From an optimization exercise on the open Yosys and OpenROAD flow, aimed at small area; shortcuts taken in it are not production practice. In this exercise RTL edits were held to simulation tests only and were not proved equivalent to the original. No activity file was given, so power comes from the tool's default toggle rates.

[flow/config.mk]
export PLATFORM = sky130hd
export DESIGN_NAME = top_module_d11
export DESIGN_NICKNAME = top_module_d11
export VERILOG_FILES = /design/flow/design.v
export SDC_FILE = /design/flow/constraint.sdc
export NUM_CORES = 4
export LEC_CHECK = 0
export ABC_AREA = 1
export CAP_MARGIN = 20
export CORE_MARGIN = 2
export CORE_UTILIZATION = 40
export CTS_BUF_LIST = sky130_fd_sc_hd__clkbuf_2 sky130_fd_sc_hd__clkbuf_4
export CTS_CLUSTER_DIAMETER = 45
export CTS_CLUSTER_SIZE = 10
export SETUP_SLACK_MARGIN = 0.1
export SLEW_MARGIN = 20
[flow/constraint.sdc]
create_clock -name core_clock -period 6.0 [get_ports {i_clk}]
set_input_delay 1.2000 -clock core_clock [delete_from_list [all_inputs] [get_ports {i_clk}]]
set_output_delay 1.2000 -clock core_clock [all_outputs]
set_load 0.01 [all_outputs]
[flow/design.v]
module M0_Share1(
    i_in1,
    o_out1
);
input wire [0:15] i_in1;
output wire [0:15] o_out1;
assign o_out1[ 0] = i_in1[4] ^ i_in1[ 8] ^ i_in1[12];
assign o_out1[ 1] = i_in1[1] ^ i_in1[ 9] ^ i_in1[13];
assign o_out1[ 2] = i_in1[2] ^ i_in1[ 6] ^ i_in1[14];
assign o_out1[ 3] = i_in1[3] ^ i_in1[ 7] ^ i_in1[11];
assign o_out1[ 4] = i_in1[0] ^ i_in1[ 4] ^ i_in1[ 8];
assign o_out1[ 5] = i_in1[5] ^ i_in1[ 9] ^ i_in1[13];
assign o_out1[ 6] = i_in1[2] ^ i_in1[10] ^ i_in1[14];
assign o_out1[ 7] = i_in1[3] ^ i_in1[ 7] ^ i_in1[15];
assign o_out1[ 8] = i_in1[0] ^ i_in1[ 4] ^ i_in1[12];
assign o_out1[ 9] = i_in1[1] ^ i_in1[ 5] ^ i_in1[ 9];
assign o_out1[10] = i_in1[6] ^ i_in1[10] ^ i_in1[14];
assign o_out1[11] = i_in1[3] ^ i_in1[11] ^ i_in1[15];
assign o_out1[12] = i_in1[0] ^ i_in1[ 8] ^ i_in1[12];
assign o_out1[13] = i_in1[1] ^ i_in1[ 5] ^ i_in1[13];
assign o_out1[14] = i_in1[2] ^ i_in1[ 6] ^ i_in1[10];
assign o_out1[15] = i_in1[7] ^ i_in1[11] ^ i_in1[15];
endmodule
module M1_Share1(
    i_in1,
    o_out1
);
input wire [0:15] i_in1;
output wire [0:15] o_out1;
assign o_out1[ 0] = i_in1[0] ^ i_in1[ 4] ^ i_in1[ 8];
assign o_out1[ 1] = i_in1[5] ^ i_in1[ 9] ^ i_in1[13];
assign o_out1[ 2] = i_in1[2] ^ i_in1[10] ^ i_in1[14];
assign o_out1[ 3] = i_in1[3] ^ i_in1[ 7] ^ i_in1[15];
assign o_out1[ 4] = i_in1[0] ^ i_in1[ 4] ^ i_in1[12];
assign o_out1[ 5] = i_in1[1] ^ i_in1[ 5] ^ i_in1[ 9];
assign o_out1[ 6] = i_in1[6] ^ i_in1[10] ^ i_in1[14];
assign o_out1[ 7] = i_in1[3] ^ i_in1[11] ^ i_in1[15];
assign o_out1[ 8] = i_in1[0] ^ i_in1[ 8] ^ i_in1[12];
assign o_out1[ 9] = i_in1[1] ^ i_in1[ 5] ^ i_in1[13];
assign o_out1[10] = i_in1[2] ^ i_in1[ 6] ^ i_in1[10];
assign o_out1[11] = i_in1[7] ^ i_in1[11] ^ i_in1[15];
assign o_out1[12] = i_in1[4] ^ i_in1[ 8] ^ i_in1[12];
assign o_out1[13] = i_in1[1] ^ i_in1[ 9] ^ i_in1[13];
assign o_out1[14] = i_in1[2] ^ i_in1[ 6] ^ i_in1[14];
assign o_out1[15] = i_in1[3] ^ i_in1[ 7] ^ i_in1[11];
endmodule
module Mprime_cir(
    in,
    out
);
input wire [0:63] in;
output wire [0:63] out;
M0_Share1 m00_Share1(
    .i_in1 (in[0:15]),
    .o_out1 (out[0:15])
);
M1_Share1 m10_Share1(
    .i_in1 (in[16:31]),
    .o_out1 (out[16:31])
);
M1_Share1 m11_Share1(
    .i_in1 (in[32:47]),
    .o_out1 (out[32:47])
);
M0_Share1 m01_Share1(
    .i_in1 (in[48:63]),
    .o_out1 (out[48:63])
);
endmodule
module affine_2sh(
    in1,
    in2,
    out1,
    out2
);
parameter N=64;
input wire [N - 1 : 0] in1;
input wire [N - 1 : 0] in2;
output wire [N - 1 : 0] out1;
output wire [N - 1 : 0] out2;
genvar i;
generate
for (i=0; i<16; i= i + 1) begin : SHARE1
    affine_share1 sh1(
        .i_in1 (in1[3 + i * 4  : i * 4]),
        .o_out1 (out1[3 + i * 4  : i * 4])
    );
end
endgenerate
generate
for (i=0; i<16; i= i + 1) begin : SHARE2
    affine_share2 sh2(
        .i_in2 (in2[3 + i * 4  : i * 4]),
        .o_out2 (out2[3 + i * 4  : i * 4])
    );
end
endgenerate
endmodule
module affine_share1 (
    i_in1,
    o_out1
);        
    input wire [0:3] i_in1;
    output wire [0:3] o_out1;
    wire x1, w1, v1, u1;
    assign x1 = i_in1[0];
    assign w1 = i_in1[1];
    assign v1 = i_in1[2];
    assign u1 = i_in1[3];
    assign o_out1[3] = 1 ^ v1 ;
    assign o_out1[2] = u1 ^ v1 ^ w1 ;
    assign o_out1[1] = 1 ^ x1 ;
    assign o_out1[0] = w1 ;
endmodule
module affine_share2 (
    i_in2,
    o_out2
);         
    input wire [0:3] i_in2;
    output wire [0:3] o_out2;
    wire x2, w2, v2, u2;
    assign x2 = i_in2[0];
    assign w2 = i_in2[1];
    assign v2 = i_in2[2];
    assign u2 = i_in2[3];
    assign o_out2[3] = v2 ;
    assign o_out2[2] = u2 ^ v2 ^ w2 ;
    assign o_out2[1] = x2 ;
    assign o_out2[0] = w2 ;
endmodule
module inv_sr_2sh(
    in1,
    in2,
    out1,
    out2
);
    parameter N = 64;
    input wire [N - 1 : 0] in1;
    input wire [N - 1 : 0] in2;
    output wire [N - 1 : 0] out1;
    output wire [N - 1 : 0] out2;
    inv_sr_cir sh1(
        .in   (in1),
        .out (out1)
    );
    inv_sr_cir sh2(
        .in   (in2),
        .out (out2)
    );
endmodule
module inv_sr_cir(
    in,
    out
);
input wire [0 : 63] in;
output wire [0 : 63] out;
genvar  i;
generate
  for  ( i  =  0 ;  i  <  16 ;  i  =  i + 1 )
    begin  :  mix
       assign  out[((20*i) % 64):((20*i) % 64) + 3] = in[i*4 : i*4 + 3];
    end
endgenerate
endmodule
module mprime_cir_2sh(
    in1,
    in2,
    out1,
    out2
);
    parameter N = 64;
    input wire [N - 1 : 0] in1;
    input wire [N - 1 : 0] in2;
    output wire [N - 1 : 0] out1;
    output wire [N - 1 : 0] out2;
    Mprime_cir sh1(
        .in   (in1),
        .out (out1)
    );
    Mprime_cir sh2(
        .in   (in2),
        .out (out2)
    );
endmodule
module mux_cir(
    sel,
    a,
    b,
    out
);
parameter N = 64;
input wire sel;
input wire [N - 1 : 0] a;
input wire [N - 1 : 0] b;
output wire [N - 1 : 0] out;
assign out = sel? a : b;
endmodule
module mux_cir_2sh(
    sel,
    a1,
    a2,
    b1,
    b2,
    out1,
    out2
);
    parameter N = 64;
    input wire sel;
    input wire [N - 1 : 0] a1;
    input wire [N - 1 : 0] a2;
    input wire [N - 1 : 0] b1;
    input wire [N - 1 : 0] b2;
    output wire [N - 1 : 0] out1;
    output wire [N - 1 : 0] out2;
    mux_cir sh1(
        .sel (sel),
        .a   (a1),
        .b   (b1),
        .out (out1)
    );
    mux_cir sh2(
        .sel (sel),
        .a   (a2),
        .b   (b2),
        .out (out2)
    );
endmodule
module out_key_share_flip(
    in_key,
    out_key
);
input wire [63 : 0] in_key;
output wire [63 : 0] out_key;
assign out_key = {in_key[0], in_key[63 : 2], in_key[1] ^ in_key[63]};
endmodule
module s (
  in1,
  in2,
  out1,
  out2,
  out3,
  out4
);
    input wire [3:0] in1;
    input wire [3:0] in2;
    output wire [7:0] out1;
    output wire [7:0] out2;
    output wire [7:0] out3;
    output wire [7:0] out4;
    s_bit1 sb1_inst (
      .in1 (in1),
      .in2 (in2),
      .out (out1)
    );
    s_bit2 sb2_inst (
      .in1 (in1),
      .in2 (in2),
      .out (out2)
    );
    s_bit3 sb3_inst (
      .in1 (in1),
      .in2 (in2),
      .out (out3)
    );
    s_bit4 sb4_inst (
      .in1 (in1),
      .in2 (in2),
      .out (out4)
    );
endmodule
module s_bit1 (
  in1,
  in2,
  out
);
    input wire [3:0] in1;
    input wire [3:0] in2;
    output wire [7:0] out;
    wire x1, y1, z1, w1;
    wire x2, y2, z2, w2;
    assign x1 = in1[3];
    assign x2 = in2[3];
    assign y1 = in1[2];
    assign y2 = in2[2];
    assign z1 = in1[1];
    assign z2 = in2[1];
    assign w1 = in1[0];
    assign w2 = in2[0];
    s_bit1_sh1 s_bit11_inst (
      .w1 (w1),
      .z1 (z1),
      .y1 (y1),
      .x1 (x1),
      .out1 (out[0])
    );
    s_bit1_sh2 s_bit12_inst (
      .w2 (w2),
      .z2 (z2),
      .y1 (y1),
      .x1 (x1),
      .out2 (out[1])
    );
    s_bit1_sh3 s_bit13_inst (
      .y2 (y2),
      .z1 (z1),
      .w2 (w2),
      .x1 (x1),
      .out3 (out[2])
    );
    s_bit1_sh4 s_bit14_inst (
      .y2 (y2),
      .w1 (w1),
      .z2 (z2),
      .out4 (out[3])
    );
    s_bit1_sh5 s_bit15_inst (
      .x2 (x2),
      .w2 (w2),
      .y1 (y1),
      .z1 (z1),
      .out5 (out[4])
    );
    s_bit1_sh6 s_bit16_inst (
      .x2 (x2),
      .w1 (w1),
      .y1 (y1),
      .z2 (z2),
      .out6 (out[5])
    );
    s_bit1_sh7 s_bit17_inst (
      .x2 (x2),
      .y2 (y2),
      .w1 (w1),
      .z1 (z1),
      .out7 (out[6])
    );
    s_bit1_sh8 s_bit18_inst (
      .y2 (y2),
      .w2 (w2),
      .z2 (z2),
      .out8 (out[7])
    );
endmodule
module s_bit1_sh1 (
  w1,
  z1,
  y1,
  x1,
  out1
);
    input wire w1;
    input wire z1;
    input wire y1;
    input wire x1;
    output wire out1;
    assign out1 = 1'b1 ^ y1 ^ x1 ^ z1 & w1 ^ y1 & z1 ^ x1 & w1 ^ x1 & y1 ^ y1 & z1 & w1 ;
endmodule
module s_bit1_sh2 (
  w2,
  z2,
  y1,
  x1,
  out2
);
    input wire w2;
    input wire z2;
    input wire y1;
    input wire x1;
    output wire out2;
    assign out2 = z2 & w2 ^ y1 & z2 ^ x1 & w2 ^ y1 & z2 & w2 ;
endmodule
module s_bit1_sh3 (
  y2,
  z1,
  w2,
  x1,
  out3
);
    input wire y2;
    input wire z1;
    input wire w2;
    input wire x1;
    output wire out3;
    assign out3 = y2 ^ z1 & w2 ^ y2 & z1 ^ x1 & y2 ^ y2 & z1 & w2 ;
endmodule
module s_bit1_sh4 (
  y2,
  w1,
  z2,
  out4
);
    input wire y2;
    input wire w1;
    input wire z2;
    output wire out4;
    assign out4 = z2 & w1 ^ y2 & z2 ^ y2 & z2 & w1 ;
endmodule
module s_bit1_sh5 (
  x2,
  w2,
  y1,
  z1,
  out5
);
    input wire x2;
    input wire w2;
    input wire y1;
    input wire z1;
    output wire out5;
    assign out5 = x2 ^ x2 & w2 ^ x2 & y1 ^ y1 & z1 & w2 ;
endmodule
module s_bit1_sh6 (
  x2,
  w1,
  y1,
  z2,
  out6
);
    input wire x2;
    input wire w1;
    input wire y1;
    input wire z2;
    output wire out6;
    assign out6 = x2 & w1 ^ y1 & z2 & w1 ;
endmodule
module s_bit1_sh7 (
  x2,
  y2,
  w1,
  z1,
  out7
);
    input wire x2;
    input wire y2;
    input wire w1;
    input wire z1;
    output wire out7;
    assign out7 = x2 & y2 ^ y2 & z1 & w1 ;
endmodule
module s_bit1_sh8 (
  y2,
  w2,
  z2,
  out8
);
    input wire y2;
    input wire w2;
    input wire z2;
    output wire out8;
    assign out8 = y2 & z2 & w2 ;
endmodule
module s_bit2 (
  in1,
  in2,
  out
);
    input wire [3:0] in1;
    input wire [3:0] in2;
    output wire [7:0] out;
    wire x1, y1, z1, w1;
    wire x2, y2, z2, w2;
    assign x1 = in1[3];
    assign x2 = in2[3];
    assign y1 = in1[2];
    assign y2 = in2[2];
    assign z1 = in1[1];
    assign z2 = in2[1];
    assign w1 = in1[0];
    assign w2 = in2[0];
    s_bit2_sh1 s_bit21_inst (
      .w1 (w1),
      .z1 (z1),
      .y1 (y1),
      .x1 (x1),
      .out1 (out[0])
    );
    s_bit2_sh2 s_bit22_inst (
      .w2 (w2),
      .y1 (y1),
      .z2 (z2),
      .x1 (x1),
      .out2 (out[1])
    );
    s_bit2_sh3 s_bit23_inst (
      .y2 (y2),
      .w2 (w2),
      .z1 (z1),
      .x1 (x1),
      .out3 (out[2])
    );
    s_bit2_sh4 s_bit24_inst (
      .y2 (y2),
      .w1 (w1),
      .z2 (z2),
      .x1 (x1),
      .out4 (out[3])
    );
    s_bit2_sh5 s_bit25_inst (
      .x2 (x2),
      .z1 (z1),
      .y1 (y1),
      .w2 (w2),
      .out5 (out[4])
    );
    s_bit2_sh6 s_bit26_inst (
      .x2 (x2),
      .w1 (w1),
      .z2 (z2),
      .y1 (y1),
      .out6 (out[5])
    );
    s_bit2_sh7 s_bit27_inst (
      .x2 (x2),
      .y2 (y2),
      .w1 (w1),
      .z1 (z1),
      .out7 (out[6])
    );
    s_bit2_sh8 s_bit28_inst (
      .x2 (x2),
      .y2 (y2),
      .w2 (w2),
      .z2 (z2),
      .out8 (out[7])
    );
endmodule
module s_bit2_sh1 (
  w1,
  z1,
  y1,
  x1,
  out1
);
    input wire w1;
    input wire z1;
    input wire y1;
    input wire x1;
    output wire out1;
    assign out1 = 1'b1 ^ y1 & w1 ^ y1 & z1 ^ x1 & z1 ^ y1 & z1 & w1 ^ x1 & y1 & z1 ;
endmodule
module s_bit2_sh2 (
  w2,
  y1,
  z2,
  x1,
  out2
);
    input wire w2;
    input wire y1;
    input wire z2;
    input wire x1;
    output wire out2;
    assign out2 = y1 & w2 ^ y1 & z2 ^ x1 & z2 ^ y1 & z2 & w2 ^ x1 & y1 & z2 ;
endmodule
module s_bit2_sh3 (
  y2,
  w2,
  z1,
  x1,
  out3
);
    input wire y2;
    input wire w2;
    input wire z1;
    input wire x1;
    output wire out3;
    assign out3 = y2 & w2 ^ y2 & z1 ^ y2 & z1 & w2 ^ x1 & y2 & z1 ;
endmodule
module s_bit2_sh4 (
  y2,
  w1,
  z2,
  x1,
  out4
);
    input wire y2;
    input wire w1;
    input wire z2;
    input wire x1;
    output wire out4;
    assign out4 = y2 & w1 ^ y2 & z2 ^ y2 & z2 & w1 ^ x1 & y2 & z2 ;
endmodule
module s_bit2_sh5 (
  x2,
  z1,
  y1,
  w2,
  out5
);
    input wire x2;
    input wire z1;
    input wire y1;
    input wire w2;
    output wire out5;
    assign out5 = x2 & z1 ^ y1 & z1 & w2 ^ x2 & y1 & z1 ;
endmodule
module s_bit2_sh6 (
  x2,
  w1,
  z2,
  y1,
  out6
);
    input wire x2;
    input wire w1;
    input wire z2;
    input wire y1;
    output wire out6;
    assign out6 = x2 & z2 ^ y1 & z2 & w1 ^ x2 & y1 & z2 ;
endmodule
module s_bit2_sh7 (
  x2,
  y2,
  w1,
  z1,
  out7
);
    input wire x2;
    input wire y2;
    input wire w1;
    input wire z1;
    output wire out7;
    assign out7 = y2 & z1 & w1 ^ x2 & y2 & z1 ;
endmodule
module s_bit2_sh8 (
  x2,
  y2,
  w2,
  z2,
  out8
);
    input wire x2;
    input wire y2;
    input wire w2;
    input wire z2;
    output wire out8;
    assign out8 = y2 & z2 & w2 ^ x2 & y2 & z2 ;
endmodule
module s_bit3 (
  in1,
  in2,
  out
);
    input wire [3:0] in1;
    input wire [3:0] in2;
    output wire [7:0] out;
    wire x1, y1, z1, w1;
    wire x2, y2, z2, w2;
    assign x1 = in1[3];
    assign x2 = in2[3];
    assign y1 = in1[2];
    assign y2 = in2[2];
    assign z1 = in1[1];
    assign z2 = in2[1];
    assign w1 = in1[0];
    assign w2 = in2[0];
    s_bit3_sh1 s_bit31_inst (
      .w1 (w1),
      .z1 (z1),
      .y1 (y1),
      .x1 (x1),
      .out1 (out[0])
    );
    s_bit3_sh2 s_bit32_inst (
      .w2 (w2),
      .z2 (z2),
      .y1 (y1),
      .x1 (x1),
      .out2 (out[1])
    );
    s_bit3_sh3 s_bit33_inst (
      .y2 (y2),
      .z1 (z1),
      .w2 (w2),
      .x1 (x1),
      .out3 (out[2])
    );
    s_bit3_sh4 s_bit34_inst (
      .y2 (y2),
      .w1 (w1),
      .z2 (z2),
      .x1 (x1),
      .out4 (out[3])
    );
    s_bit3_sh5 s_bit35_inst (
      .x2 (x2),
      .w2 (w2),
      .z1 (z1),
      .y1 (y1),
      .out5 (out[4])
    );
    s_bit3_sh6 s_bit36_inst (
      .x2 (x2),
      .w1 (w1),
      .z2 (z2),
      .y1 (y1),
      .out6 (out[5])
    );
    s_bit3_sh7 s_bit37_inst (
      .x2 (x2),
      .y2 (y2),
      .w1 (w1),
      .z1 (z1),
      .out7 (out[6])
    );
    s_bit3_sh8 s_bit38_inst (
      .x2 (x2),
      .y2 (y2),
      .w2 (w2),
      .z2 (z2),
      .out8 (out[7])
    );
endmodule
module s_bit3_sh1 (
  w1,
  z1,
  y1,
  x1,
  out1
);
    input wire w1;
    input wire z1;
    input wire y1;
    input wire x1;
    output wire out1;
    assign out1 = w1 ^ x1 ^ z1 & w1 ^ x1 & w1 ^ x1 & z1 ^ x1 & z1 & w1 ^ x1 & y1 & z1 ;
endmodule
module s_bit3_sh2 (
  w2,
  z2,
  y1,
  x1,
  out2
);
    input wire w2;
    input wire z2;
    input wire y1;
    input wire x1;
    output wire out2;
    assign out2 = w2 ^ z2 & w2 ^ x1 & w2 ^ x1 & z2 ^ x1 & z2 & w2 ^ x1 & y1 & z2 ;
endmodule
module s_bit3_sh3 (
  y2,
  z1,
  w2,
  x1,
  out3
);
    input wire y2;
    input wire z1;
    input wire w2;
    input wire x1;
    output wire out3;
    assign out3 = z1 & w2 ^ x1 & z1 & w2 ^ x1 & y2 & z1 ;
endmodule
module s_bit3_sh4 (
  y2,
  w1,
  z2,
  x1,
  out4
);
    input wire y2;
    input wire w1;
    input wire z2;
    input wire x1;
    output wire out4;
    assign out4 = z2 & w1 ^ x1 & z2 & w1 ^ x1 & y2 & z2 ;
endmodule
module s_bit3_sh5 (
  x2,
  w2,
  z1,
  y1,
  out5
);
    input wire x2;
    input wire w2;
    input wire z1;
    input wire y1;
    output wire out5;
    assign out5 = x2 ^ x2 & w2 ^ x2 & z1 ^ x2 & z1 & w2 ^ x2 & y1 & z1 ;
endmodule
module s_bit3_sh6 (
  x2,
  w1,
  z2,
  y1,
  out6
);
    input wire x2;
    input wire w1;
    input wire z2;
    input wire y1;
    output wire out6;
    assign out6 = x2 & w1 ^ x2 & z2 ^ x2 & z2 & w1 ^ x2 & y1 & z2 ;
endmodule
module s_bit3_sh7 (
  x2,
  y2,
  w1,
  z1,
  out7
);
    input wire x2;
    input wire y2;
    input wire w1;
    input wire z1;
    output wire out7;
    assign out7 = x2 & z1 & w1 ^ x2 & y2 & z1 ;
endmodule
module s_bit3_sh8 (
  x2,
  y2,
  w2,
  z2,
  out8
);
    input wire x2;
    input wire y2;
    input wire w2;
    input wire z2;
    output wire out8;
    assign out8 = x2 & z2 & w2 ^ x2 & y2 & z2 ;
endmodule
module s_bit4 (
  in1,
  in2,
  out
);
    input wire [3:0] in1;
    input wire [3:0] in2;
    output wire [7:0] out;
    wire x1, y1, z1, w1;
    wire x2, y2, z2, w2;
    assign x1 = in1[3];
    assign x2 = in2[3];
    assign y1 = in1[2];
    assign y2 = in2[2];
    assign z1 = in1[1];
    assign z2 = in2[1];
    assign w1 = in1[0];
    assign w2 = in2[0];
    s_bit4_sh1 s_bit41_inst (
      .w1 (w1),
      .z1 (z1),
      .y1 (y1),
      .x1 (x1),
      .out1 (out[0])
    );
    s_bit4_sh2 s_bit42_inst (
      .w2 (w2),
      .z2 (z2),
      .y1 (y1),
      .x1 (x1),
      .out2 (out[1])
    );
    s_bit4_sh3 s_bit43_inst (
      .y2 (y2),
      .z1 (z1),
      .w2 (w2),
      .x1 (x1),
      .out3 (out[2])
    );
    s_bit4_sh4 s_bit44_inst (
      .y2 (y2),
      .w1 (w1),
      .z2 (z2),
      .x1 (x1),
      .out4 (out[3])
    );
    s_bit4_sh5 s_bit45_inst (
      .x2 (x2),
      .z1 (z1),
      .y1 (y1),
      .w2 (w2),
      .out5 (out[4])
    );
    s_bit4_sh6 s_bit46_inst (
      .x2 (x2),
      .w1 (w1),
      .y1 (y1),
      .z2 (z2),
      .out6 (out[5])
    );
    s_bit4_sh7 s_bit47_inst (
      .x2 (x2),
      .y2 (y2),
      .w1 (w1),
      .z1 (z1),
      .out7 (out[6])
    );
    s_bit4_sh8 s_bit48_inst (
      .x2 (x2),
      .y2 (y2),
      .w2 (w2),
      .z2 (z2),
      .out8 (out[7])
    );
endmodule
module s_bit4_sh1 (
  w1,
  z1,
  y1,
  x1,
  out1
);
    input wire w1;
    input wire z1;
    input wire y1;
    input wire x1;
    output wire out1;
    assign out1 = 1'b1 ^ z1 ^ x1 ^ y1 & z1 ^ x1 & y1 ^ y1 & z1 & w1 ^ x1 & z1 & w1 ^ x1 & y1 & w1 ;
endmodule
module s_bit4_sh2 (
  w2,
  z2,
  y1,
  x1,
  out2
);
    input wire w2;
    input wire z2;
    input wire y1;
    input wire x1;
    output wire out2;
    assign out2 = z2 ^ y1 & z2 ^ y1 & z2 & w2 ^ x1 & z2 & w2 ^ x1 & y1 & w2 ;
endmodule
module s_bit4_sh3 (
  y2,
  z1,
  w2,
  x1,
  out3
);
    input wire y2;
    input wire z1;
    input wire w2;
    input wire x1;
    output wire out3;
    assign out3 = y2 & z1 ^ x1 & y2 ^ y2 & z1 & w2 ^ x1 & z1 & w2 ^ x1 & y2 & w2 ;
endmodule
module s_bit4_sh4 (
  y2,
  w1,
  z2,
  x1,
  out4
);
    input wire y2;
    input wire w1;
    input wire z2;
    input wire x1;
    output wire out4;
    assign out4 = y2 & z2 ^ y2 & z2 & w1 ^ x1 & z2 & w1 ^ x1 & y2 & w1 ;
endmodule
module s_bit4_sh5 (
  x2,
  z1,
  y1,
  w2,
  out5
);
    input wire x2;
    input wire z1;
    input wire y1;
    input wire w2;
    output wire out5;
    assign out5 = x2 ^ x2 & y1 ^ y1 & z1 & w2 ^ x2 & z1 & w2 ^ x2 & y1 & w2 ;
endmodule
module s_bit4_sh6 (
  x2,
  w1,
  y1,
  z2,
  out6
);
    input wire x2;
    input wire w1;
    input wire y1;
    input wire z2;
    output wire out6;
    assign out6 = y1 & z2 & w1 ^ x2 & z2 & w1 ^ x2 & y1 & w1 ;
endmodule
module s_bit4_sh7 (
  x2,
  y2,
  w1,
  z1,
  out7
);
    input wire x2;
    input wire y2;
    input wire w1;
    input wire z1;
    output wire out7;
    assign out7 = x2 & y2 ^ y2 & z1 & w1 ^ x2 & z1 & w1 ^ x2 & y2 & w1 ;
endmodule
module s_bit4_sh8 (
  x2,
  y2,
  w2,
  z2,
  out8
);
    input wire x2;
    input wire y2;
    input wire w2;
    input wire z2;
    output wire out8;
    assign out8 = y2 & z2 & w2 ^ x2 & z2 & w2 ^ x2 & y2 & w2 ;
endmodule
module sbox_rmsk (
    in1,
    in2,
    in3,
    in4,
    in_rand,
    out1,
    out2,
    out3,
    out4
);
input wire [7 : 0] in1;
input wire [7 : 0] in2;
input wire [7 : 0] in3;
input wire [7 : 0] in4;
input wire [11 : 0] in_rand;
output wire [7 : 0] out1;
output wire [7 : 0] out2;
output wire [7 : 0] out3;
output wire [7 : 0] out4;
wire [2 : 0] r1;
wire [2 : 0] r2;
wire [2 : 0] r3;
wire [2 : 0] r4;
wire [2 : 0] r1_inv;
wire [2 : 0] r2_inv;
wire [2 : 0] r3_inv;
wire [2 : 0] r4_inv;
assign r1 = in_rand[2 : 0];
assign r2 = in_rand[5 : 3];
assign r3 = in_rand[8 : 6];
assign r4 = in_rand[11 : 9];
assign r1_inv = {r1[0],r1[1],r1[2]};
assign r2_inv = {r2[0],r2[1],r2[2]};
assign r3_inv = {r3[0],r3[1],r3[2]};
assign r4_inv = {r4[0],r4[1],r4[2]};
  assign out1 = {in1[7], in1[6:4] ^ r1, in1[3:1] ^ r1_inv, in1[0]};
  assign out2 = {in2[7], in2[6:4] ^ r2, in2[3:1] ^ r2_inv, in2[0]};
  assign out3 = {in3[7], in3[6:4] ^ r3, in3[3:1] ^ r3_inv, in3[0]};
  assign out4 = {in4[7], in4[6:4] ^ r4, in4[3:1] ^ r4_inv, in4[0]};
endmodule
module share_reg(
    i_clk,
    i_d,
    o_q
);
input wire i_clk;
input wire i_d;
output wire o_q;
reg state;
always @(posedge i_clk )
begin
        state <= i_d;
end
assign o_q = state;
endmodule
module sr_2sh(
    in1,
    in2,
    out1,
    out2
);
    parameter N = 64;
    input wire [N - 1 : 0] in1;
    input wire [N - 1 : 0] in2;
    output wire [N - 1 : 0] out1;
    output wire [N - 1 : 0] out2;
    sr_cir sh1(
        .in   (in1),
        .out (out1)
    );
    sr_cir sh2(
        .in   (in2),
        .out (out2)
    );
endmodule
module sr_cir(
    in,
    out
);
input wire [0 : 63] in;
output wire [0 : 63] out;
genvar  i;
generate
  for  ( i  =  0 ;  i  <  16 ;  i  =  i + 1 )
    begin  :  mix
       assign  out[((52*i) % 64):((52*i) % 64) + 3] = in[i*4 : i*4 + 3];
    end
endgenerate
endmodule
module xor_cir(
    a,
    b,
    out
);
parameter N = 64;
input wire [N - 1 : 0] a;
input wire [N - 1 : 0] b;
output wire [N - 1 : 0] out;
assign out = a ^ b;
endmodule
module xor_cir4(
    in1,
    in2,
    in3,
    in4,
    out
);
parameter N = 1;
input wire [N - 1 : 0] in1;
input wire [N - 1 : 0] in2;
input wire [N - 1 : 0] in3;
input wire [N - 1 : 0] in4;
output wire [N - 1 : 0] out;
  assign out = in1 ^ in2 ^ in3 ^ in4;
endmodule
module xor_cir_2sh(
    a1,
    a2,
    b1,
    b2,
    out1,
    out2
);
    parameter N = 64;
    input wire [N - 1 : 0] a1;
    input wire [N - 1 : 0] a2;
    input wire [N - 1 : 0] b1;
    input wire [N - 1 : 0] b2;
    output wire [N - 1 : 0] out1;
    output wire [N - 1 : 0] out2;
    xor_cir sh1(
        .a   (a1),
        .b   (b1),
        .out (out1)
    );
    xor_cir sh2(
        .a   (a2),
        .b   (b2),
        .out (out2)
    );
endmodule
module top_module_d11(
    i_clk,
    i_reset,
    i_start,
    i_load,
    i_enc_dec,
    i_pt1,
    i_pt2,
    i_key1,
    i_key2,
    i_r,
    o_ct1,
    o_ct2,
    o_done
);
input  i_start;
input  i_clk;
input  i_reset;
input  i_enc_dec;
input  i_load;
input  [191 : 0] i_r;
input  [63 : 0] i_pt1;
input  [63 : 0] i_pt2;
input  [127 : 0] i_key1;
input  [127 : 0] i_key2;
output wire [63 : 0] o_ct1;
output wire [63 : 0] o_ct2;
output wire o_done;
localparam [2:0] P_IDLE = 3'd0, P_W0 = 3'd1, P_SP = 3'd2, P_MX = 3'd3,
                 P_SRF = 3'd4, P_SRB = 3'd5, P_BP = 3'd7;
reg [2:0] phase;
reg       hi;      
reg [2:0] rm;      
reg [3:0] c16;     
reg       half;    
reg       dec;
reg       done_reg;
reg [3:0] s1 [0:14];    
reg [3:0] s2 [0:14];    
reg [3:0] ka1 [0:15];   
reg [3:0] ka2 [0:15];
reg [3:0] kb1 [0:15];   
reg [3:0] kb2 [0:15];
reg [7:0] p1, p2, p3, p4;   
wire idle  = (phase == P_IDLE);
wire ld    = idle & i_load;
reg  busy;              
wire sh    = ~(i_load & ~busy);
wire st_sp = (phase == P_SP);
wire st_bp = (phase == P_BP);
wire st_mx = (phase == P_MX);
wire st_sr = (phase == P_SRF) | (phase == P_SRB);
wire last  = (c16 == 4'd15);
reg sr_big;
always @(*) begin
    case (c16)
        4'd1, 4'd2, 4'd3: sr_big = 1'b1;
        4'd6:             sr_big = 1'b1;
        4'd7, 4'd11:      sr_big = (phase == P_SRF);
        4'd5, 4'd9:       sr_big = (phase == P_SRB);
        default:          sr_big = 1'b0;
    endcase
end
wire mx_h   = st_mx & (c16[2:0] == 3'd0);
wire mx_big = st_mx & (c16[2:0] != 3'd0) & (c16[2:0] <= 3'd4);
wire mh_off = half ^ c16[3];
wire big    = st_sp | st_bp | mx_big | (st_sr & sr_big);
wire hi_rnd = hi;
wire r_first = ~hi & (rm == 3'd0);
wire r_last  = hi & (rm == 3'd0);
wire r_mid   = ~hi & (rm == 3'd5);
wire a_en   = hi_rnd & (st_sp | st_bp);
wire key_en = (st_sp & ~hi_rnd) | st_bp;
wire w_en   = (r_first & st_sp) | (r_last & st_bp);
wire use_kp = dec ^ hi;
wire [2:0] rc_m = rm;
wire       rc_flip = hi_rnd ^ dec;
reg [3:0] rc_tab;
always @(*) begin
    case ({rc_m, c16})
        7'd16: rc_tab = 4'h1;
        7'd17: rc_tab = 4'h3;
        7'd18: rc_tab = 4'h1;
        7'd19: rc_tab = 4'h9;
        7'd20: rc_tab = 4'h8;
        7'd21: rc_tab = 4'ha;
        7'd22: rc_tab = 4'h2;
        7'd23: rc_tab = 4'he;
        7'd25: rc_tab = 4'h3;
        7'd26: rc_tab = 4'h7;
        7'd28: rc_tab = 4'h7;
        7'd29: rc_tab = 4'h3;
        7'd30: rc_tab = 4'h4;
        7'd31: rc_tab = 4'h4;
        7'd32: rc_tab = 4'ha;
        7'd33: rc_tab = 4'h4;
        7'd35: rc_tab = 4'h9;
        7'd36: rc_tab = 4'h3;
        7'd37: rc_tab = 4'h8;
        7'd38: rc_tab = 4'h2;
        7'd39: rc_tab = 4'h2;
        7'd40: rc_tab = 4'h2;
        7'd41: rc_tab = 4'h9;
        7'd42: rc_tab = 4'h9;
        7'd43: rc_tab = 4'hf;
        7'd44: rc_tab = 4'h3;
        7'd45: rc_tab = 4'h1;
        7'd46: rc_tab = 4'hd;
        7'd49: rc_tab = 4'h8;
        7'd50: rc_tab = 4'h2;
        7'd51: rc_tab = 4'he;
        7'd52: rc_tab = 4'hf;
        7'd53: rc_tab = 4'ha;
        7'd54: rc_tab = 4'h9;
        7'd55: rc_tab = 4'h8;
        7'd56: rc_tab = 4'he;
        7'd57: rc_tab = 4'hc;
        7'd58: rc_tab = 4'h4;
        7'd59: rc_tab = 4'he;
        7'd60: rc_tab = 4'h6;
        7'd61: rc_tab = 4'hc;
        7'd62: rc_tab = 4'h8;
        7'd63: rc_tab = 4'h9;
        7'd64: rc_tab = 4'h4;
        7'd65: rc_tab = 4'h5;
        7'd66: rc_tab = 4'h2;
        7'd67: rc_tab = 4'h8;
        7'd68: rc_tab = 4'h2;
        7'd69: rc_tab = 4'h1;
        7'd70: rc_tab = 4'he;
        7'd71: rc_tab = 4'h6;
        7'd72: rc_tab = 4'h3;
        7'd73: rc_tab = 4'h8;
        7'd74: rc_tab = 4'hd;
        7'd76: rc_tab = 4'h1;
        7'd77: rc_tab = 4'h3;
        7'd78: rc_tab = 4'h7;
        7'd79: rc_tab = 4'h7;
        7'd80: rc_tab = 4'hb;
        7'd81: rc_tab = 4'he;
        7'd82: rc_tab = 4'h5;
        7'd83: rc_tab = 4'h4;
        7'd84: rc_tab = 4'h6;
        7'd85: rc_tab = 4'h6;
        7'd86: rc_tab = 4'hc;
        7'd87: rc_tab = 4'hf;
        7'd88: rc_tab = 4'h3;
        7'd89: rc_tab = 4'h4;
        7'd90: rc_tab = 4'he;
        7'd91: rc_tab = 4'h9;
        7'd93: rc_tab = 4'hc;
        7'd94: rc_tab = 4'h6;
        7'd95: rc_tab = 4'hc;
        default: rc_tab = 4'h0;
    endcase
end
reg [3:0] rc_alpha;
always @(*) begin
    case (c16)
        4'd0: rc_alpha = 4'hc;
        4'd1: rc_alpha = 4'h0;
        4'd2: rc_alpha = 4'ha;
        4'd3: rc_alpha = 4'hc;
        4'd4: rc_alpha = 4'h2;
        4'd5: rc_alpha = 4'h9;
        4'd6: rc_alpha = 4'hb;
        4'd7: rc_alpha = 4'h7;
        4'd8: rc_alpha = 4'hc;
        4'd9: rc_alpha = 4'h9;
        4'd10: rc_alpha = 4'h7;
        4'd11: rc_alpha = 4'hc;
        4'd12: rc_alpha = 4'h5;
        4'd13: rc_alpha = 4'h0;
        4'd14: rc_alpha = 4'hd;
        4'd15: rc_alpha = 4'hd;
        default: rc_alpha = 4'h0;
    endcase
end
wire [3:0] rc_nib = rc_tab ^ (rc_flip ? rc_alpha : 4'h0);
function [3:0] aff;    
    input [3:0] n;
    aff = {n[2], n[3], n[0] ^ n[1] ^ n[2], n[1]};
endfunction
wire [3:0] x1 = s1[0];
wire [3:0] x2 = s2[0];
wire [3:0] xa1 = a_en ? (aff(x1) ^ 4'b0101) : x1;
wire [3:0] xa2 = a_en ? aff(x2) : x2;
wire [3:0] kp1 = {ka1[15][0], ka1[0][3:1]} ^ {3'b0, last & ka1[1][3]};
wire [3:0] kp2 = {ka2[15][0], ka2[0][3:1]} ^ {3'b0, last & ka2[1][3]};
wire [3:0] w1 = use_kp ? kp1 : ka1[0];
wire [3:0] w2 = use_kp ? kp2 : ka2[0];
wire [3:0] xk1 = xa1 ^ (key_en ? (kb1[0] ^ rc_nib) : 4'b0) ^ (w_en ? w1 : 4'b0);
wire [3:0] xk2 = xa2 ^ (key_en ? kb2[0] : 4'b0) ^ (w_en ? w2 : 4'b0);
wire [3:0] ld4 = {4{ld}};
wire [3:0] sh4 = {4{sh}};
wire [3:0] u1 = big ? xk1 : s1[12];
wire [3:0] u2 = big ? xk2 : s2[12];
wire [3:0] v1 = ~((sh4 | i_pt1[3:0]) & (ld4 | ~u1));
wire [3:0] v2 = ~((sh4 | i_pt2[3:0]) & (ld4 | ~u2));
wire [7:0] so1, so2, so3, so4;
wire [7:0] sm1, sm2, sm3, sm4;
s SBOX (
    .in1 (v1),
    .in2 (v2),
    .out1 (so1),
    .out2 (so2),
    .out3 (so3),
    .out4 (so4)
);
wire [7:0] sb1 = st_sp ? so1 : {v2[0], 6'b0, v1[0]};
wire [7:0] sb2 = st_sp ? so2 : {v2[1], 6'b0, v1[1]};
wire [7:0] sb3 = st_sp ? so3 : {v2[2], 6'b0, v1[2]};
wire [7:0] sb4 = st_sp ? so4 : {v2[3], 6'b0, v1[3]};
sbox_rmsk RMSK (
    .in1 (sb1),
    .in2 (sb2),
    .in3 (sb3),
    .in4 (sb4),
    .in_rand (i_r[11 : 0]),
    .out1 (sm1),
    .out2 (sm2),
    .out3 (sm3),
    .out4 (sm4)
);
always @(posedge i_clk) begin
    p1 <= sm1;
    p2 <= sm2;
    p3 <= sm3;
    p4 <= sm4;
end
wire [3:0] c1 = {^p4[3:0], ^p3[3:0], ^p2[3:0], ^p1[3:0]};
wire [3:0] c2 = {^p4[7:4], ^p3[7:4], ^p2[7:4], ^p1[7:4]};
function [15:0] mhat;    
    input [15:0] x;
    input        off;
    reg [3:0] col [0:3];
    reg [3:0] p01, p23;
    reg [3:0] ex [0:3];     
    reg [3:0] y;
    integer r, b;
    begin
        col[0] = x[15:12]; col[1] = x[11:8]; col[2] = x[7:4]; col[3] = x[3:0];
        p01 = col[0] ^ col[1];
        p23 = col[2] ^ col[3];
        ex[0] = col[1] ^ p23;
        ex[1] = col[0] ^ p23;
        ex[2] = col[3] ^ p01;
        ex[3] = col[2] ^ p01;
        for (r = 0; r < 4; r = r + 1) begin
            for (b = 0; b < 4; b = b + 1)
                y[3 - b] = off ? ex[(b - r - 1) & 3][3 - b] : ex[(b - r) & 3][3 - b];
            mhat[15 - 4*r -: 4] = y;
        end
    end
endfunction
wire [15:0] my1 = mhat({s1[0], s1[1], s1[2], s1[3]}, mh_off);
wire [15:0] my2 = mhat({s2[0], s2[1], s2[2], s2[3]}, mh_off);
reg  [3:0] n1 [0:14];
reg  [3:0] n2 [0:14];
integer q;
always @(*) begin
    for (q = 0; q < 15; q = q + 1) begin
        if (mx_h && q < 4) begin
            n1[q] = my1[15 - 4*((q + 1) & 3) -: 4];
            n2[q] = my2[15 - 4*((q + 1) & 3) -: 4];
        end else if (q == 14) begin
            n1[q] = c1;
            n2[q] = c2;
        end else if ((q & 3) != 3) begin
            n1[q] = s1[q + 1];
            n2[q] = s2[q + 1];
        end else if (!big) begin
            n1[q] = s1[q - 3];
            n2[q] = s2[q - 3];
        end else begin
            n1[q] = s1[q + 1];
            n2[q] = s2[q + 1];
        end
    end
end
always @(posedge i_clk) begin
    for (q = 0; q < 15; q = q + 1) begin
        s1[q] <= ~((sh4 | i_pt1[63 - 4*q -: 4]) & (ld4 | n1[q]));
        s2[q] <= ~((sh4 | i_pt2[63 - 4*q -: 4]) & (ld4 | n2[q]));
    end
end
always @(posedge i_clk) begin
    for (q = 0; q < 16; q = q + 1) begin
        ka1[q] <= ~((sh4 | i_key1[127 - 4*q -: 4]) & (ld4 | ka1[(q + 1) & 15]));
        ka2[q] <= ~((sh4 | i_key2[127 - 4*q -: 4]) & (ld4 | ka2[(q + 1) & 15]));
        kb1[q] <= ~((sh4 | i_key1[63 - 4*q -: 4]) & (ld4 | kb1[(q + 1) & 15]));
        kb2[q] <= ~((sh4 | i_key2[63 - 4*q -: 4]) & (ld4 | kb2[(q + 1) & 15]));
    end
end
always @(posedge i_clk) begin
    if (ld) begin
        c16 <= 4'd0;
        dec <= i_enc_dec;
    end else
        c16 <= c16 + 4'd1;
end
always @(posedge i_clk or posedge i_reset) begin
    if (i_reset) begin
        phase <= P_IDLE;
        done_reg <= 1'b0;
    end else begin
        done_reg <= 1'b0;
        case (phase)
            P_IDLE: if (!i_load && i_start) phase <= P_W0;
            P_W0:   if (last) phase <= P_SP;
            P_SP:   if (last) phase <= hi_rnd ? P_BP : P_MX;
            P_MX:   if (last && half) begin
                        if (!hi && !r_mid) phase <= P_SRF;
                        else phase <= P_SP;
                    end
            P_SRF:  if (last) phase <= P_SP;
            P_SRB:  if (last) phase <= P_MX;
            P_BP:   if (last) begin
                        if (r_last) begin
                            phase <= P_IDLE;
                            done_reg <= 1'b1;
                        end else
                            phase <= P_SRB;
                    end
            default: phase <= P_IDLE;
        endcase
    end
end
always @(posedge i_clk or posedge i_reset) begin
    if (i_reset)
        busy <= 1'b0;
    else if (!busy)
        busy <= i_start & ~i_load;
    else
        busy <= ~(st_bp & last & r_last);
end
always @(posedge i_clk) begin
    if (idle) begin
        half <= 1'b0;
        hi <= 1'b0;
        rm <= 3'd0;
    end else begin
        if (st_mx & last)
            half <= ~half;
        if (st_mx & last & half & r_mid)
            hi <= 1'b1;
        else if ((phase == P_SRF) & last)
            rm <= rm + 3'd1;
        else if (st_bp & last)
            rm <= rm - 3'd1;
    end
end
genvar g;
generate
for (g = 0; g < 15; g = g + 1) begin : OUT
    assign o_ct1[63 - 4*g -: 4] = s1[g];
    assign o_ct2[63 - 4*g -: 4] = s2[g];
end
endgenerate
assign o_ct1[3:0] = c1;
assign o_ct2[3:0] = c2;
assign o_done = done_reg;
endmodule
[flow/flow/run.sh]
#!/bin/bash
set -euo pipefail
export BUFFER_PORTS_ARGS="-buffer_cell sky130_fd_sc_hd__buf_1"
bash standard.sh > standard.log 2>&1
[flow/standard.sh]
#!/bin/bash
# synth_recipe.tcl (not shown) runs the flow's synth.tcl, then flattens the netlist and writes it again
# the make line also repeats each setting of config.mk as NAME=value (left out here)
make -C /OpenROAD-flow-scripts/flow DESIGN_CONFIG=/design/flow/config.mk WORK_HOME=/design/flow/orfs CLKGATE_MAP_FILE= SYNTH_SCRIPT=/design/flow/synth_recipe.tcl "${@:-finish}"
==> results of run 1 <==
[power breakdown]
group / internal [mW] / switching [mW]
sequential: 4.40 / 0.969
clock: 0.670 / 1.01
combinational: 2.23 / 4.01
[synthesized netlist by cell type, types with 2 or more instances]
| library cell | number | area, um^2 |
|---|---|---|
| o21ai_1 | 9 | 45.0 |
| or2_2 | 6 | 37.5 |
| dfrtp_1 | 5 | 125 |
| a31oi_1 | 7 | 43.8 |
| o32ai_1 | 6 | 52.6 |
| nand3b_1 | 3 | 22.5 |
| xnor2_1 | 42 | 368 |
| o22ai_1 | 358 | 2240 |
| xor2_1 | 77 | 674 |
| clkbuf_1 | 96 | 360 |
| nand3_1 | 70 | 350 |
| nand2_4 | 3 | 33.8 |
| nand4_1 | 11 | 68.8 |
| o211ai_1 | 13 | 97.6 |
| inv_2 | 8 | 30.0 |
| buf_6 | 6 | 67.6 |
| o21ai_0 | 104 | 521 |
| buf_4 | 4 | 30.0 |
| dfxtp_1 | 421 | 8430 |
| nor3_1 | 6 | 30.0 |
| ha_1 | 17 | 213 |
| o21ai_2 | 6 | 52.6 |
| buf_1 | 7 | 26.3 |
| nand2_1 | 268 | 1010 |
| a21oi_1 | 54 | 270 |
| buf_2 | 8 | 40.0 |
| clkinv_1 | 2 | 7.51 |
| nor2_1 | 52 | 195 |
| nor2_2 | 6 | 37.5 |
| nand2_2 | 8 | 50.1 |
| inv_1 | 114 | 428 |
[worst register-to-register path, stage by stage (launching register included)]
cell	delay, ns
dfxtp_1	0.88
inv_1	0.46
o22ai_1	0.27
nand2_1	0.08
nand3_1	0.10
nand2_2	0.53
nand3_1	0.38
nand2_1	0.12
nand2_2	0.29
ha_1	0.34
inv_1	0.16
nor2_1	0.15
xor2_1	0.20
xor2_1	0.15
o21ai_0	0.08
[cell type report]
type,count,area (um^2)
diodes,5,12.5
clock buffers,61,458
clock inverters,18,216
fillers,4042,20800
inverters,126,484
multi-input cells,1139,6570
flip-flops and latches,427,8580
well taps,525,657
repair buffers,539,2070
[per-stage QoR]
stage               worst slack, ns  cell area, um^2  cells  utilization (%)  hold slack, ns
global route                   1.21            19100   2838             47.8           0.179
detailed placement             1.75            18400   2756             46.1           0.407
floorplan                      3.02            16100   1814                -           0.402
CTS                            1.68            19000   2835             47.8           0.152
finish                         1.66            19100   2840             47.9           0.248
global placement               1.75            18400   2756             46.1           0.405
[final timing paths]
check	endpoint	startpoint	cells after the start	slack, ns
setup / recovery	p4[0]	c16[3]	14	1.66
hold / removal	done_reg	i_reset	2	0.25
setup reg to reg	p4[0]	c16[3]	14	1.66
hold reg to reg	ka2[5][0]	ka2[6][0]	1	0.40
max in group asynchronous	phase[2]	i_reset	2	5.57
min in group core_clock	ka2[5][0]	ka2[6][0]	1	0.40
[kinds of logic after synthesis]
group	count (synthesis)	share of synthesized area (%)
xor gates and xnor gates	119	6.46
adders and majority gates	18	1.44
buffers and inverters	248	6.23
DFF	427	53.2
and+or+nand+nor	436	11.5
AOI/OAI and AO/OA	566	21.2
[per-layer routing]
metal / vias to the layer above / track usage [%] / wire [um]
met5: - / 0 / 13
met4: 2 / 12.9 / 2510
met3: 120 / 6.30 / 4340
met2: 623 / 41.9 / 26800
met1: 7071 / 32.9 / 23900
li1: 7312 / - / -
==> results.sh, run 1 <==
export IMPL_grt_max_degree=175
export IMPL_ir_drop_uv=285
export IMPL_max_stage_delay_ns=0.88
export IMPL_hold_viol_final=0
export IMPL_io_pins=710
export IMPL_leakage_nw=7.59
export IMPL_end_kind="flop"
export IMPL_drv_slew=0
export IMPL_dp_hpwl_um=42300
export IMPL_setup_viol=0
export IMPL_cts_tree="built"
export IMPL_synth_main_ff_cell="dfxtp_1"
export IMPL_hp_class="in -> async"
export IMPL_die_x_um=205
export IMPL_rsz0062_at_grt="no"
export IMPL_worstPathCellList="inv_1, o22ai_1, nand2_1, nand3_1, nand2_2, nand3_1, nand2_1, nand2_2, ha_1, inv_1, nor2_1, xor2_1, xor2_1, o21ai_0"
export IMPL_antenna_found_initial=5
export IMPL_fin_nets=2888
export IMPL_fin_skew_ns=0.0650
export IMPL_synth_nets=2413
export IMPL_post_cts_resized=0
export IMPL_dieHeight_um=205
export IMPL_overflow=0
export IMPL_dieArea_um2=42000
export IMPL_cts_sinks=427
export IMPL_dr_first_iter_drc_count=1015
export IMPL_dr_pass1_iters=5
export IMPL_htreeDepth=2
export IMPL_crit_slowest_cell="dfxtp_1"
export IMPL_cp_max_fo=53
export IMPL_required_ns=6.66
export IMPL_vias=15100
export IMPL_syn2layout_area_growth_pct=18.0
export IMPL_cts_setup_buffers=0
export IMPL_finalCritPeriodShare_pct=72.3
export IMPL_yosys_cell_types_count=48
export IMPL_slew_headroom_pct=32.7
export IMPL_path_delay_family="simple AND/OR/NAND/NOR gates"
export IMPL_clk_pin_slew_ns=0.11
export IMPL_synthesis_area_um2=16100
export IMPL_tightest_slew_ns=1.01
export IMPL_synth_edf_count=1
export IMPL_grt_use_total_pct=26.2
export IMPL_gp_congestion=0.931
export IMPL_final_common_cell="buf_1"
export IMPL_wire_per_inst_um=20.3
export IMPL_period_needed_ns=4.34
export IMPL_tns_ns=0
export IMPL_cap_violations=0
export IMPL_synth_seq_cells=427
export IMPL_ant_nets=0
export IMPL_io_buffers=529
export IMPL_holdBufCountCts=0
export IMPL_num_rows=73
export IMPL_cp_arrival_ns=5.00
export IMPL_p_per_area_nw_per_um2=698
export IMPL_clockRootBuffer="clkbuf_4"
export IMPL_avgViaCountPerCell=5.33
export IMPL_final_cell_mix="buf_1 (529), dfxtp_1 (421), o22ai_1 (358), nand2_1 (267), inv_1 (113)"
export IMPL_synthArstFlopShare_pct=1.17
export IMPL_core_area_um2=39800
export IMPL_critPathBufInv=2
export IMPL_clock_latency_ns=0.82
export IMPL_finalPower_mw=13.3
export IMPL_drc_errors=0
export IMPL_syn_inst=1814
export IMPL_yosysWarnings=13
export IMPL_drive_gt1_share_pct=5.89
export IMPL_routed_wl_um=57500
export IMPL_outcome="timing/DRC/antenna clean"
export IMPL_max_freq_mhz=230
export IMPL_initial_utilization_pct=40.5
export IMPL_seq_area_frac_synth_pct=53.2
export IMPL_grt_first_pass_wirelength_um=83800
export IMPL_cts_buffer_depth=3
export IMPL_grt_pass1_vias=14400
export IMPL_syn_avg_cell_area_um2=8.90
export IMPL_cp_start_kind="flop"
export IMPL_crit_type="reg -> reg"
export IMPL_tritoncts_num_buffers=56
==> run 2: changes to the inputs <==
--- a/flow/config.mk
+++ b/flow/config.mk
@@ -9,7 +9,7 @@
 export CAP_MARGIN = 20
 export CORE_MARGIN = 2
 export CORE_UTILIZATION = 40
-export CTS_BUF_LIST = sky130_fd_sc_hd__clkbuf_2 sky130_fd_sc_hd__clkbuf_4
+export CTS_BUF_LIST = sky130_fd_sc_hd__clkbuf_4
 export CTS_CLUSTER_DIAMETER = 45
 export CTS_CLUSTER_SIZE = 10
 export SETUP_SLACK_MARGIN = 0.1
==> run 2 against run 1 <==
Count of clock-buffer cells in the layout did not move. Cell count did not move. Routed wire length did not move. Core utilization did not move. Die area did not move. Global-route usage did not move. Highest routed layer unchanged. Worst hold slack did not move. Combinational power barely moved.
==> results.sh, run 2 <==
export IMPL_dr_first_iter_drc_count=1015
export IMPL_clockRootBuffer="clkbuf_4"
export IMPL_seq_area_frac_synth_pct=53.2
export IMPL_synthTopCellsByArea="dfxtp_1 (52%), o22ai_1 (14%), nand2_1 (6.2%), xor2_1 (4.2%), o21ai_0 (3.2%)"
export IMPL_clk_pin_slew_ns=0.11
export IMPL_cap_violations=0
export IMPL_rsz0062_at_grt="no"
export IMPL_final_cell_mix="buf_1 (529), dfxtp_1 (421), o22ai_1 (358), nand2_1 (267), inv_1 (113)"
export IMPL_cts_tree="built"
export IMPL_required_ns=6.66
export IMPL_dr_pass1_iters=5
export IMPL_die_x_um=205
export IMPL_cts_sinks=427
export IMPL_finalCritPeriodShare_pct=72.3
export IMPL_cp_start_kind="flop"
export IMPL_crit_type="reg -> reg"
export IMPL_final_common_cell="buf_1"
export IMPL_p_sw_share_pct=45.1
export IMPL_grt_use_total_pct=26.2
export IMPL_final_core_util_pct=47.9
export IMPL_syn_inst=1814
export IMPL_setup_viol=0
export IMPL_cts_setup_buffers=0
export IMPL_crit_start="c16[3]"
export IMPL_clock_latency_ns=0.82
export IMPL_core_area_um2=39800
export IMPL_grt_pass1_vias=14400
export IMPL_r2r_start="c16[3]"
export IMPL_yosys_cell_types_count=48
export IMPL_syn_avg_cell_area_um2=8.90
export IMPL_synth_top_area_share_pct=52.2
export IMPL_drv_slew=0
export IMPL_vias=15100
export IMPL_period_needed_ns=4.34
export IMPL_cp_max_fo=53
export IMPL_initial_utilization_pct=40.5
export IMPL_outcome="timing/DRC/antenna clean"
export IMPL_tightest_slew_ns=1.01
export IMPL_hold_ws_ns=0.248
export IMPL_tns_ns=0
export IMPL_yosys_top_cells_count="dfxtp_1 (421), o22ai_1 (358), nand2_1 (268)"
export IMPL_pwr_share_clk_pct=12.7
export IMPL_dp_hpwl_um=42300
export IMPL_p_int_mw=7.30
export IMPL_synthesis_area_um2=16100
export IMPL_synth_top_cell_by_area="dfxtp_1"
export IMPL_routed_wl_um=57500
export IMPL_hp_class="in -> async"
export IMPL_final_cells=2840
export IMPL_switching_power_mw=5.99
export IMPL_leakage_nw=7.59
export IMPL_end_kind="flop"
export IMPL_dp_slack_ns=1.75
export IMPL_tritoncts_num_buffers=56
export IMPL_io_buffers=529
export IMPL_synth_nets=2413
export IMPL_wire_per_inst_um=20.3
export IMPL_avgViaCountPerCell=5.33
export IMPL_fin_nets=2888
export IMPL_dieHeight_um=205
export IMPL_yosysWarnings=13
export IMPL_fin_skew_ns=0.0650
export IMPL_overflow=0
export IMPL_fin_ws_ns=1.66
export IMPL_power_frac_seq_pct=40.4
export IMPL_htreeDepth=2
export IMPL_synth_edf_count=1
export IMPL_p_per_area_nw_per_um2=698
export IMPL_grt_max_degree=175
export IMPL_drc_errors=0
export IMPL_cp_arrival_ns=5.00
export IMPL_nFillCells=4042
export IMPL_grt_first_pass_wirelength_um=83800
export IMPL_synth_main_ff_cell="dfxtp_1"
export IMPL_syn2layout_area_growth_pct=18.0
export IMPL_synth_most_common_cell="dfxtp_1"
export IMPL_max_freq_mhz=230
export IMPL_cts_buffer_depth=3
export IMPL_dieArea_um2=42000
export IMPL_synthArstFlopShare_pct=1.17
export IMPL_synth_seq_cells=427
export IMPL_num_rows=73
export IMPL_post_cts_resized=0
export IMPL_ant_nets=0
export IMPL_power_frac_comb_pct=47.0
export IMPL_slew_headroom_pct=32.7
export IMPL_dp_cells=2756
export IMPL_holdBufCountCts=0
export IMPL_hold_viol_final=0
export IMPL_antenna_found_initial=5
export IMPL_drive_gt1_share_pct=5.89
export IMPL_io_pins=710
export IMPL_gp_congestion=0.931
export IMPL_ir_drop_uv=285
[run 2: kinds of logic after synthesis]
group / after synthesis / synth area share (%)
simple gates: 436 / 11.5
xor+xnor: 119 / 6.46
buf+inv: 248 / 6.23
fa+ha+maj: 18 / 1.44
flops: 427 / 53.2
compound gates: 566 / 21.2
[run 2: metrics by stage]
stage	power [mW]	instance area [um^2]
4_1_cts	13.3	19000
3_3_place_gp	11.5	18400
6_report	13.3	19100
3_5_place_dp	11.6	18400
2_1_floorplan	9.55	16100
5_1_grt	14.3	19100
[run 2: layer usage]
layer | wire, um | track usage, % | vias up
met5 | 13 | 0 | -
met4 | 2510 | 12.9 | 2
met3 | 4340 | 6.30 | 120
met2 | 26800 | 41.9 | 623
met1 | 23900 | 32.9 | 7071
li1 | - | - | 7312
[run 2: worst max-delay path: stages (launching register included)]
cell and delay (ns):
dfxtp_1 0.88, inv_1 0.46, o22ai_1 0.27, nand2_1 0.08, nand3_1 0.10, nand2_2 0.53, nand3_1 0.37, nand2_1 0.12
nand2_2 0.29, ha_1 0.33, inv_1 0.16, nor2_1 0.15, xor2_1 0.20, xor2_1 0.15, o21ai_0 0.08
[run 2: worst paths after layout]
kind / end / slack [ns] / cells past startpoint
worst max-delay path: p4[0] / 1.66 / 14
worst min-delay path: done_reg / 0.25 / 2
worst max register to register: p4[0] / 1.66 / 14
worst min register to register: ka2[5][0] / 0.40 / 1
max in group asynchronous: phase[2] / 5.57 / 2
min in group core_clock: ka2[5][0] / 0.40 / 1
[run 2: area by class of cell]
cell class | count | area (um^2) | area share, %
Tap cell | 525 | 657 | 3.45
Clock inverter | 18 | 216 | 1.14
Antenna cell | 5 | 12.5 | 0.0657
Timing Repair Buffer | 539 | 2070 | 10.9
Multi-Input combinational cell | 1139 | 6570 | 34.5
Inverter | 126 | 484 | 2.54
Clock buffer | 61 | 458 | 2.40
Sequential cell | 427 | 8580 | 45.0
[run 2: power by group through the flow]
stage / combinational, mW / clock (mW) / sequential [mW]
final: 6.24 / 1.68 / 5.37
after global routing: 6.92 / 1.84 / 5.50
after CTS: 6.20 / 1.73 / 5.35
after detailed placement: 6.16 / 0 / 5.39
after global placement: 6.07 / 0 / 5.39
after floorplan: 4.35 / 0 / 5.20
==> run 3: changes to the inputs <==
--- a/flow/design.v
+++ b/flow/design.v
@@ -1188,7 +1188,6 @@
 reg [3:0] c16;     
 reg       half;    
 reg       dec;
-reg       done_reg;
 reg [3:0] s1 [0:14];    
 reg [3:0] s2 [0:14];    
 reg [3:0] ka1 [0:15];   
@@ -1197,8 +1196,8 @@
 reg [3:0] kb2 [0:15];
 reg [7:0] p1, p2, p3, p4;   
 wire idle  = (phase == P_IDLE);
-wire ld    = idle & i_load;
 reg  busy;              
+wire ld    = idle & i_load & ~busy;
 wire sh    = ~(i_load & ~busy);
 wire st_sp = (phase == P_SP);
 wire st_bp = (phase == P_BP);
@@ -1456,11 +1455,9 @@
 always @(posedge i_clk or posedge i_reset) begin
     if (i_reset) begin
         phase <= P_IDLE;
-        done_reg <= 1'b0;
     end else begin
-        done_reg <= 1'b0;
         case (phase)
-            P_IDLE: if (!i_load && i_start) phase <= P_W0;
+            P_IDLE: if (!i_load && i_start && !busy) phase <= P_W0;
             P_W0:   if (last) phase <= P_SP;
             P_SP:   if (last) phase <= hi_rnd ? P_BP : P_MX;
             P_MX:   if (last && half) begin
@@ -1470,11 +1467,8 @@
             P_SRF:  if (last) phase <= P_SP;
             P_SRB:  if (last) phase <= P_MX;
             P_BP:   if (last) begin
-                        if (r_last) begin
-                            phase <= P_IDLE;
-                            done_reg <= 1'b1;
-                        end else
-                            phase <= P_SRB;
+                        if (r_last) phase <= P_IDLE;
+                        else phase <= P_SRB;
                     end
             default: phase <= P_IDLE;
         endcase
@@ -1486,7 +1480,7 @@
     else if (!busy)
         busy <= i_start & ~i_load;
     else
-        busy <= ~(st_bp & last & r_last);
+        busy <= ~idle;
 end
 always @(posedge i_clk) begin
     if (idle) begin
@@ -1513,5 +1507,5 @@
 endgenerate
 assign o_ct1[3:0] = c1;
 assign o_ct2[3:0] = c2;
-assign o_done = done_reg;
+assign o_done = idle & busy;    
 endmodule
--- a/flow/config.mk
+++ b/flow/config.mk
@@ -8,7 +8,7 @@
 export ABC_AREA = 1
 export CAP_MARGIN = 20
 export CORE_MARGIN = 2
-export CORE_UTILIZATION = 40
+export CORE_UTILIZATION = 50
 export CTS_BUF_LIST = sky130_fd_sc_hd__clkbuf_4
 export CTS_CLUSTER_DIAMETER = 45
 export CTS_CLUSTER_SIZE = 10
==> run 3 against run 2 <==
The run now fails in I/O pin placement. Synthesized cell count shrank 0.72%. Area after synthesis shrank 0.91%.
==> results.sh, run 3 <==
export IMPL_outcome="stopped before the end"
export IMPL_stop_stage="I/O pin placement"
export IMPL_firstError="[ERROR PPL-0024] Number of IO pins (710) exceeds maximum number of available positions (656). Increase the die perimeter from 731.44um to 965.60um."
export IMPL_yosys_top_cells_count="dfxtp_1 (421), o22ai_1 (361), nand2_1 (255)"
export IMPL_syn_inst=1801
export IMPL_synthArstFlopShare_pct=0.939
export IMPL_initial_utilization_pct=50.7
export IMPL_synthesis_area_um2=16000
export IMPL_synth_main_ff_cell="dfxtp_1"
export IMPL_synthTopCellsByArea="dfxtp_1 (53%), o22ai_1 (14%), nand2_1 (6.0%), xor2_1 (3.9%), o21ai_0 (3.0%)"
export IMPL_synth_top_area_share_pct=52.7
export IMPL_synth_most_common_cell="dfxtp_1"
export IMPL_num_rows=65
export IMPL_synth_top_cell_by_area="dfxtp_1"
export IMPL_syn_avg_cell_area_um2=8.88
export IMPL_seq_area_frac_synth_pct=53.5
export IMPL_yosys_cell_types_count=42
export IMPL_synth_seq_cells=426
export IMPL_synth_nets=2400
export IMPL_yosysWarnings=13
export IMPL_die_x_um=183
export IMPL_dieHeight_um=183
export IMPL_synth_edf_count=1
run 3: cell count changes after synthesis, sizes merged, moves of 4 or more:
cell    previous run  this run
nand4             11         5
xor2              77        72
nand3             71        80
nand2            279       261
xnor2             42        48
o211ai            14         7
a21oi             56        66
inv              123       119
run 3: logic make-up after synthesis:
group                      after synthesis  share of synthesized area, %
AOI/OAI and AO/OA                      575                          21.5
xor gates and xnor gates               120                          6.57
adders and majority gates               18                          1.45
buffers and inverters                  244                          6.06
DFF                                    426                          53.5
and+or+nand+nor                        418                          10.9
==> run 4: changes to the inputs <==
--- a/flow/config.mk
+++ b/flow/config.mk
@@ -8,7 +8,7 @@
 export ABC_AREA = 1
 export CAP_MARGIN = 20
 export CORE_MARGIN = 2
-export CORE_UTILIZATION = 50
+export CORE_UTILIZATION = 45
 export CTS_BUF_LIST = sky130_fd_sc_hd__clkbuf_4
 export CTS_CLUSTER_DIAMETER = 45
 export CTS_CLUSTER_SIZE = 10
==> run 4 against run 3 <==
The flow again stops in I/O pin placement. Synthesized cell count is the same. Area after synthesis is the same.
==> results.sh, run 4 <==
export IMPL_synthesis_area_um2=16000
export IMPL_synth_top_cell_by_area="dfxtp_1"
export IMPL_yosys_top_cells_count="dfxtp_1 (421), o22ai_1 (361), nand2_1 (255)"
export IMPL_yosysWarnings=13
export IMPL_firstError="[ERROR PPL-0024] Number of IO pins (710) exceeds maximum number of available positions (690). Increase the die perimeter from 770.14um to 965.60um."
export IMPL_dieHeight_um=193
export IMPL_synth_edf_count=1
export IMPL_synthTopCellsByArea="dfxtp_1 (53%), o22ai_1 (14%), nand2_1 (6.0%), xor2_1 (3.9%), o21ai_0 (3.0%)"
export IMPL_yosys_cell_types_count=42
export IMPL_num_rows=69
export IMPL_synth_most_common_cell="dfxtp_1"
export IMPL_synth_nets=2400
export IMPL_outcome="stopped before the end"
export IMPL_syn_inst=1801
export IMPL_synthArstFlopShare_pct=0.939
export IMPL_die_x_um=193
export IMPL_synth_top_area_share_pct=52.7
export IMPL_syn_avg_cell_area_um2=8.88
export IMPL_synth_seq_cells=426
export IMPL_synth_main_ff_cell="dfxtp_1"
export IMPL_seq_area_frac_synth_pct=53.5
export IMPL_stop_stage="I/O pin placement"
export IMPL_initial_utilization_pct=45.3
-- run 4: cell counts after synthesis --
No cell type changed its count.
-- run 4: logic make-up after synthesis --
logic type	after synthesis	synth area share [%]
XOR/XNOR	120	6.57
AND/OR/NAND/NOR	418	10.9
adder cells (fa/ha/maj)	18	1.45
flip-flops	426	53.5
buffers and inverters	244	6.06
AO/OA/AOI/OAI	575	21.5

## afterwards: timing with drivers on the ports
The results above use ideal ports. As a check the final layouts listed here were re-extracted and re-timed, cells and wires unchanged.
Step 1 (the two cells are an assumption about what drives the block):
set clk [get_ports {i_clk}]
set_driving_cell -lib_cell sky130_fd_sc_hd__clkbuf_16 $clk
set_driving_cell -lib_cell sky130_fd_sc_hd__buf_2 [delete_from_list [all_inputs] $clk]
Step 2 times the ports against the registers' clock, not the clock port: input delays grow and output delays shrink by t, the midpoint of the rising clock arrivals with the driver on.
a / b / c = ideal / step 1 / step 2; a / b = the first two.
run	shift t [ns]	setup WS [ns]	latest minus earliest clock arrival (ns)	pins driven straight from the clock port
run 1	0.841	1.659 / 1.659 / 1.659	0.065 / 0.065	1
run 2	0.841	1.659 / 1.659 / 1.659	0.065 / 0.065	1
After both steps every run listed still meets setup and hold.
